Background: an optimization exercise with open tools, aiming at a short achievable clock period and few clock cycles. Do not read the settings as production practice.
Function was checked by simulation only, so behaviour that the tests miss may differ from the original.
Power figures rest on the tool's default switching activity, not on a simulated workload.

run C:
==> flow/design.v <==
`timescale 1ns / 1ps
module CPU(
    input Clock,
    input Reset,
    input [15:0] Mem_Data,
    input SerialValid,
    input [15:0] SerialDataIn,
    input [7:0] GamePad,
    output [15:0] Mem_Addr,
    output Mem_Write,
    output [15:0] Data_Out,
    output [15:0] VGA_Start,
    output [15:0] VGA_Row,
    output SerialSend,
    output SerialRead,
    output [15:0] SerialDataOut
    );
    reg        mop;           
    reg        mld;           
    reg [15:0] mrd_oh;        
    reg [15:0] maddr;         
    reg [15:0] mdata;         
    reg        mwe;           
    reg        irv;           
    reg [15:0] fpc;           
    reg        s_mad, s_fpc, s_tgt, s_pc2, s_pc1;    
    reg [15:0] ir;
    reg [15:0] pc1, pc2, tgt;        
    reg [15:0] ra_oh;         
    reg [15:0] rb_oh;         
    reg [15:0] rd_oh;         
    reg [15:0] immv;          
    reg        p_wr, p_cmp, p_ld, p_st, p_jr, p_vgas, p_vgar, p_send, p_rdser;
    reg        a_add, a_sub, a_and, a_or, a_xor, a_not, a_lsh, a_rsh, a_alsh, a_arsh, a_mov, a_moviu;
    reg        fl, fz, fn;    
    reg        sr_q, ss_q;
    reg [15:0] sdo;
    reg [15:0] vgas, vgar;
    reg [7:0]  pad;
    reg [15:0] rf [0:15];
    reg [15:0] count, Time;
    wire [15:0] addr = ({16{s_mad}} & maddr) | ({16{s_fpc}} & fpc) | ({16{s_tgt}} & tgt)
                     | ({16{s_pc2}} & pc2) | ({16{s_pc1}} & pc1);
    assign Mem_Addr = addr;
    assign Mem_Write = mwe & Reset;
    assign Data_Out = mdata;
    assign VGA_Start = vgas;
    assign VGA_Row = vgar;
    assign SerialSend = ss_q & Reset;
    assign SerialRead = sr_q & Reset;
    assign SerialDataOut = sdo;
    wire exec = irv & ~mop;
    reg [15:0] rfa, rfb;
    integer k;
    always @(*) begin
        rfa = 16'h0000;
        rfb = 16'h0000;
        for (k = 0; k < 16; k = k + 1) begin
            rfa = rfa | ({16{ra_oh[k]}} & rf[k]);
            rfb = rfb | ({16{rb_oh[k]}} & rf[k]);
        end
    end
    wire [15:0] opa = rfa | immv;
    wire [15:0] opb = rfb;
    wire [15:0] r_add = opa + opb;
    wire [15:0] r_sub = opb - opa;
    wire [15:0] result =
          ({16{a_add}}   & r_add)
        | ({16{a_sub}}   & r_sub)
        | ({16{a_and}}   & (opa & opb))
        | ({16{a_or}}    & (opa | opb))
        | ({16{a_xor}}   & (opa ^ opb))
        | ({16{a_not}}   & {15'b0, ~|opa})
        | ({16{a_lsh}}   & {opa[14:0], 1'b0})
        | ({16{a_rsh}}   & {1'b0, opa[15:1]})
        | ({16{a_alsh}}  & {opa[14:0], opa[0]})
        | ({16{a_arsh}}  & {opa[15], opa[15:1]})
        | ({16{a_mov}}   & opa)
        | ({16{a_moviu}} & {opa[15:8], opb[7:0]});
    wire c_l = opa > opb;
    wire c_z = opa == opb;
    wire c_n = $signed(opa) > $signed(opb);
    wire nf_l = exec ? (p_cmp & c_l) : fl;
    wire nf_z = exec ? (p_cmp & c_z) : fz;
    wire nf_n = exec ? (p_cmp & c_n) : fn;
    wire x_jr   = exec & p_jr;
    wire x_ldst = exec & (p_ld | p_st);
    wire x_sv   = exec & p_rdser & SerialValid;    
    wire [15:0] wdata = mop ? Mem_Data : (p_rdser ? SerialDataIn : result);
    wire        wen_m = mop & mld;
    wire        wen_e = exec & (p_wr | (p_rdser & SerialValid));
    wire [15:0] ins = Mem_Data;
    wire [3:0] op  = ins[15:12];
    wire [3:0] ext = ins[11:8];
    wire [7:0] imm = ins[11:4];
    wire d_alu   = op == 4'h0;
    wire d_cmp   = op == 4'h3;
    wire d_ld    = op == 4'h4 && ext == 4'h0;
    wire d_st    = op == 4'h4 && ext == 4'h1;
    wire d_addi  = op == 4'h5;
    wire d_addui = op == 4'h6;
    wire d_moviu = op == 4'h7;
    wire d_movi  = op == 4'h8;
    wire d_subi  = op == 4'h9;
    wire d_cmpi  = op == 4'hB;
    wire d_jr    = op == 4'hC && ext == 4'h0;
    wire d_spc   = op == 4'hC && ext == 4'h1;
    wire d_vgas  = op == 4'hD && ext == 4'h0;
    wire d_vgar  = op == 4'hD && ext == 4'h1;
    wire d_rdser = op == 4'hD && ext == 4'h2;
    wire d_send  = op == 4'hD && ext == 4'h3;
    wire d_pad   = op == 4'hD && ext == 4'h4;
    wire d_clk   = op == 4'hD && ext == 4'h5;
    wire d_immA = d_addi | d_addui | d_moviu | d_movi | d_subi | d_cmpi | d_spc | d_pad | d_clk;
    wire d_regA = d_alu | d_cmp | d_ld | d_st | d_jr | d_vgas | d_vgar | d_send;
    wire d_regB = d_alu | d_cmp | d_st | d_addi | d_addui | d_moviu | d_subi | d_cmpi;
    wire [15:0] d_immv =
          (d_addi | d_subi | d_cmpi) ? {{8{imm[7]}}, imm}
        : (d_addui | d_movi)         ? {8'h00, imm}
        : d_moviu                    ? {imm, 8'h00}
        : d_spc                      ? addr
        : d_pad                      ? {8'h00, pad}
        : d_clk                      ? Time
        :                              16'h0000;
    wire [15:0] oh_a = 16'h0001 << ins[7:4];
    wire [15:0] oh_b = 16'h0001 << ins[3:0];
    wire [3:0] j_op  = mop ? ir[15:12] : op;
    wire [3:0] j_ext = mop ? ir[11:8]  : ext;
    wire j_isj = (j_op == 4'hA) && (j_ext <= 4'h5);
    wire j_isb = (j_op == 4'h1) && (j_ext <= 4'h4);
    wire j_rdser = mop ? p_rdser : d_rdser;
    reg cond;
    always @(*) begin
        case (j_ext)
            4'h0: cond = nf_z | nf_n;
            4'h1: cond = nf_l | nf_z;
            4'h2: cond = nf_z;
            4'h3: cond = ~nf_z & ~nf_n;
            4'h4: cond = ~nf_l;
            default: cond = 1'b1;
        endcase
    end
    wire n_mop = x_ldst;
    wire n_fo_kill = x_jr | x_sv;              
    wire n_norm = ~n_mop & ~n_fo_kill;         
    always @(posedge Clock, negedge Reset) begin
        if (~Reset) begin
            mop <= 1'b0;
            mld <= 1'b0;
            mwe <= 1'b0;
            irv <= 1'b0;
            fpc <= 16'h0000;
            s_mad <= 1'b0; s_fpc <= 1'b1; s_tgt <= 1'b0; s_pc2 <= 1'b0; s_pc1 <= 1'b0;
            fl <= 1'b0; fz <= 1'b0; fn <= 1'b0;
            sr_q <= 1'b0;
            ss_q <= 1'b0;
            vgas <= 16'h0000;
            vgar <= 16'h0000;
        end else begin
            mop <= n_mop;
            mld <= exec & p_ld;
            mwe <= exec & p_st;
            if (~mop) irv <= ~n_fo_kill;
            if (x_jr) fpc <= rfa;
            else if (x_sv) fpc <= pc2;
            s_mad <= n_mop;
            s_fpc <= ~n_mop & n_fo_kill;
            s_tgt <= n_norm & j_isj & cond;
            s_pc2 <= n_norm & j_isb & ~cond;
            s_pc1 <= n_norm & ~(j_isj & cond) & ~(j_isb & ~cond);
            if (exec) begin
                fl <= p_cmp & c_l;
                fz <= p_cmp & c_z;
                fn <= p_cmp & c_n;
            end
            sr_q <= n_norm & j_rdser;
            ss_q <= exec & p_send;
            if (exec & p_vgas) vgas <= opa;
            if (exec & p_vgar) vgar <= opa;
        end
    end
    always @(posedge Clock) begin
        pad <= GamePad;
        sdo <= opa;
        maddr <= opa;
        mdata <= opb;
        mrd_oh <= rd_oh;
        if (~mop) begin
            ir <= ins;
            pc1 <= addr + 16'h0001;
            pc2 <= addr + 16'h0002;
            tgt <= addr + {{8{ins[7]}}, ins[7:0]};
            ra_oh <= d_regA ? oh_a : 16'h0000;
            rb_oh <= d_regB ? oh_b : 16'h0000;
            rd_oh <= oh_b;
            immv <= d_immv;
            p_wr <= d_alu | d_addi | d_addui | d_moviu | d_movi | d_subi | d_spc | d_pad | d_clk;
            p_cmp <= d_cmp | d_cmpi;
            p_ld <= d_ld;
            p_st <= d_st;
            p_jr <= d_jr;
            p_vgas <= d_vgas;
            p_vgar <= d_vgar;
            p_send <= d_send;
            p_rdser <= d_rdser;
            a_and  <= d_alu & ext == 4'h1;
            a_or   <= d_alu & ext == 4'h2;
            a_xor  <= d_alu & ext == 4'h3;
            a_not  <= d_alu & ext == 4'h4;
            a_add  <= (d_alu & (ext == 4'h5 || ext == 4'h6)) | d_addi | d_addui;
            a_alsh <= d_alu & ext == 4'h7;
            a_arsh <= d_alu & ext == 4'h8;
            a_sub  <= (d_alu & ext == 4'h9) | d_subi;
            a_lsh  <= d_alu & ext == 4'hC;
            a_mov  <= (d_alu & ext == 4'hD) | d_movi | d_spc | d_pad | d_clk;
            a_rsh  <= d_alu & ext == 4'hE;
            a_moviu <= d_moviu;
        end
    end
    integer i;
    always @(posedge Clock, negedge Reset) begin
        if (~Reset) begin
            for (i = 0; i < 16; i = i + 1) rf[i] <= 16'h0000;
        end else begin
            for (i = 0; i < 16; i = i + 1)
                if ((wen_m & mrd_oh[i]) | (wen_e & rd_oh[i])) rf[i] <= wdata;
        end
    end
    always @(posedge Clock, negedge Reset) begin
        if (~Reset) begin
            Time <= 16'h0000;
            count <= 16'h0000;
        end else if (count > 16'h61a8) begin
            Time <= Time + 16'h0001;
            count <= 16'h0000;
        end else begin
            count <= count + 16'h0001;
        end
    end
endmodule
make LEC_CHECK=0 CAP_MARGIN=20 CORE_MARGIN=2 CORE_UTILIZATION=40 PLACE_DENSITY=0.6 SLEW_MARGIN=20 finish   # period 13.0 ns
run.sh (not shown) runs the stock make flow with config.mk's settings and CLKGATE_MAP_FILE= SYNTH_SCRIPT=/design/flow/synth_recipe.tcl, a recipe that flattens the netlist after the stock synthesis.
Testbench counts of run C, summed over its fixed seeds: cycles 74,209.
The inputs of run A differ from those of run C as listed below.
--- a/flow/design.v
+++ b/flow/design.v
@@ -21,11 +21,12 @@
     reg [15:0] maddr;         
     reg [15:0] mdata;         
     reg        mwe;           
     reg        irv;           
     reg [15:0] fpc;           
-    reg        s_mad, s_fpc, s_tgt, s_pc2, s_pc1;    
+    reg        s_mad, s_fpc, s_tgt, s_pc2, s_pc1, s_jrt;    
+    reg [15:0] jrt;           
     reg [15:0] ir;
     reg [15:0] pc1, pc2, tgt;        
     reg [15:0] ra_oh;         
     reg [15:0] rb_oh;         
     reg [15:0] rd_oh;         
@@ -37,11 +38,11 @@
     reg [15:0] sdo;
     reg [15:0] vgas, vgar;
     reg [7:0]  pad;
     reg [15:0] rf [0:15];
     reg [15:0] count, Time;
-    wire [15:0] addr = ({16{s_mad}} & maddr) | ({16{s_fpc}} & fpc) | ({16{s_tgt}} & tgt)
+    wire [15:0] addr = ({16{s_mad}} & maddr) | ({16{s_fpc}} & fpc) | ({16{s_tgt}} & tgt) | ({16{s_jrt}} & jrt)
                      | ({16{s_pc2}} & pc2) | ({16{s_pc1}} & pc1);
     assign Mem_Addr = addr;
     assign Mem_Write = mwe & Reset;
     assign Data_Out = mdata;
     assign VGA_Start = vgas;
@@ -81,11 +82,10 @@
     wire c_z = opa == opb;
     wire c_n = $signed(opa) > $signed(opb);
     wire nf_l = exec ? (p_cmp & c_l) : fl;
     wire nf_z = exec ? (p_cmp & c_z) : fz;
     wire nf_n = exec ? (p_cmp & c_n) : fn;
-    wire x_jr   = exec & p_jr;
     wire x_ldst = exec & (p_ld | p_st);
     wire x_sv   = exec & p_rdser & SerialValid;    
     wire [15:0] wdata = mop ? Mem_Data : (p_rdser ? SerialDataIn : result);
     wire        wen_m = mop & mld;
     wire        wen_e = exec & (p_wr | (p_rdser & SerialValid));
@@ -138,38 +138,48 @@
             4'h3: cond = ~nf_z & ~nf_n;
             4'h4: cond = ~nf_l;
             default: cond = 1'b1;
         endcase
     end
+    wire j_jr = mop ? p_jr : d_jr;
+    reg [15:0] rfj;
+    always @(*) begin
+        rfj = 16'h0000;
+        for (k = 0; k < 16; k = k + 1)
+            rfj = rfj | ({16{oh_a[k]}} & rf[k]);
+    end
+    wire [15:0] ir_ra_oh = 16'h0001 << ir[7:4];
+    wire [15:0] jrt_next = mop ? (((mld & |(mrd_oh & ir_ra_oh)) ? Mem_Data : jrt))
+                               : ((wen_e & |(rd_oh & oh_a)) ? wdata : rfj);
     wire n_mop = x_ldst;
-    wire n_fo_kill = x_jr | x_sv;              
+    wire n_fo_kill = x_sv;                     
     wire n_norm = ~n_mop & ~n_fo_kill;         
     always @(posedge Clock, negedge Reset) begin
         if (~Reset) begin
             mop <= 1'b0;
             mld <= 1'b0;
             mwe <= 1'b0;
             irv <= 1'b0;
             fpc <= 16'h0000;
-            s_mad <= 1'b0; s_fpc <= 1'b1; s_tgt <= 1'b0; s_pc2 <= 1'b0; s_pc1 <= 1'b0;
+            s_mad <= 1'b0; s_fpc <= 1'b1; s_tgt <= 1'b0; s_pc2 <= 1'b0; s_pc1 <= 1'b0; s_jrt <= 1'b0;
             fl <= 1'b0; fz <= 1'b0; fn <= 1'b0;
             sr_q <= 1'b0;
             ss_q <= 1'b0;
             vgas <= 16'h0000;
             vgar <= 16'h0000;
         end else begin
             mop <= n_mop;
             mld <= exec & p_ld;
             mwe <= exec & p_st;
             if (~mop) irv <= ~n_fo_kill;
-            if (x_jr) fpc <= rfa;
-            else if (x_sv) fpc <= pc2;
+            if (x_sv) fpc <= pc2;
             s_mad <= n_mop;
             s_fpc <= ~n_mop & n_fo_kill;
             s_tgt <= n_norm & j_isj & cond;
             s_pc2 <= n_norm & j_isb & ~cond;
-            s_pc1 <= n_norm & ~(j_isj & cond) & ~(j_isb & ~cond);
+            s_jrt <= n_norm & j_jr;
+            s_pc1 <= n_norm & ~j_jr & ~(j_isj & cond) & ~(j_isb & ~cond);
             if (exec) begin
                 fl <= p_cmp & c_l;
                 fz <= p_cmp & c_z;
                 fn <= p_cmp & c_n;
             end
@@ -183,10 +193,11 @@
         pad <= GamePad;
         sdo <= opa;
         maddr <= opa;
         mdata <= opb;
         mrd_oh <= rd_oh;
+        jrt <= jrt_next;
         if (~mop) begin
             ir <= ins;
             pc1 <= addr + 16'h0001;
             pc2 <= addr + 16'h0002;
             tgt <= addr + {{8{ins[7]}}, ins[7:0]};
Run A was carried through to the last stage, and its layout satisfied the timing, DRC and antenna checks. Looking at uppermost metal layer occupied by signal nets, the met5 result is from run C; the met4 one comes from run A. Summary of run A over run C: detail-routed net length per standard cell up 6.1 um, overall fraction of global-route tracks in use increased by 8.5 points relative to the old numbers, post-synthesis adder-cell area fraction decreased by 0.30 points relative to the old numbers, maximum fanout encountered on the critical timing path now sits higher, count of vias placed by the detailed router increased by about 25% relative to the old numbers. As far as layout-stage area growth over the synthesis result is concerned, run A and run C perform about the same. On share of power burned in registers, the lower figure sits with run C, not run A. Compared with run C, run A shows a number of combinational gates with multiple inputs that is about 30% higher. Area: run A vs run C -> run A larger. Run A: number of instances in the synthesized netlist is about 23% higher than what run C reported. Comparing run C and run A, the higher post-route non-filler standard cell count was measured on run A. In the reports for run C and run A, the smaller fraction of standard cell area in multi-input logic belongs to run C.
Testbench counts of run A, summed over its fixed seeds: cycles 73,441.

-- port drivers added, routing unchanged --
Ports are ideal in the flow. The routed layouts listed here were re-timed in OpenROAD.
Step 1 assumes that a clkbuf_16 drives the clock port and a buf_2 every other input.
Step 2 times the ports against the registers' clock, not the clock port: input delays grow and output delays shrink by t, the midpoint of the rising clock arrivals with the driver on.
Three values: no drivers, after step 1, after step 2; two values: the first two.
| run | t, ns | slack for setup (ns) | clock arrival spread, ns |
|---|---|---|---|
| run C | 0.681 | 6.372 / 6.322 / 6.322 | 0.032 / 0.032 |
| run A | 0.692 | 6.660 / 6.605 / 6.605 | 0.035 / 0.035 |
After both steps every run listed still meets setup and hold. For run A, which loses most, drivers alone change the setup slack by -0.055 ns; drivers and shift together by -0.055 ns.
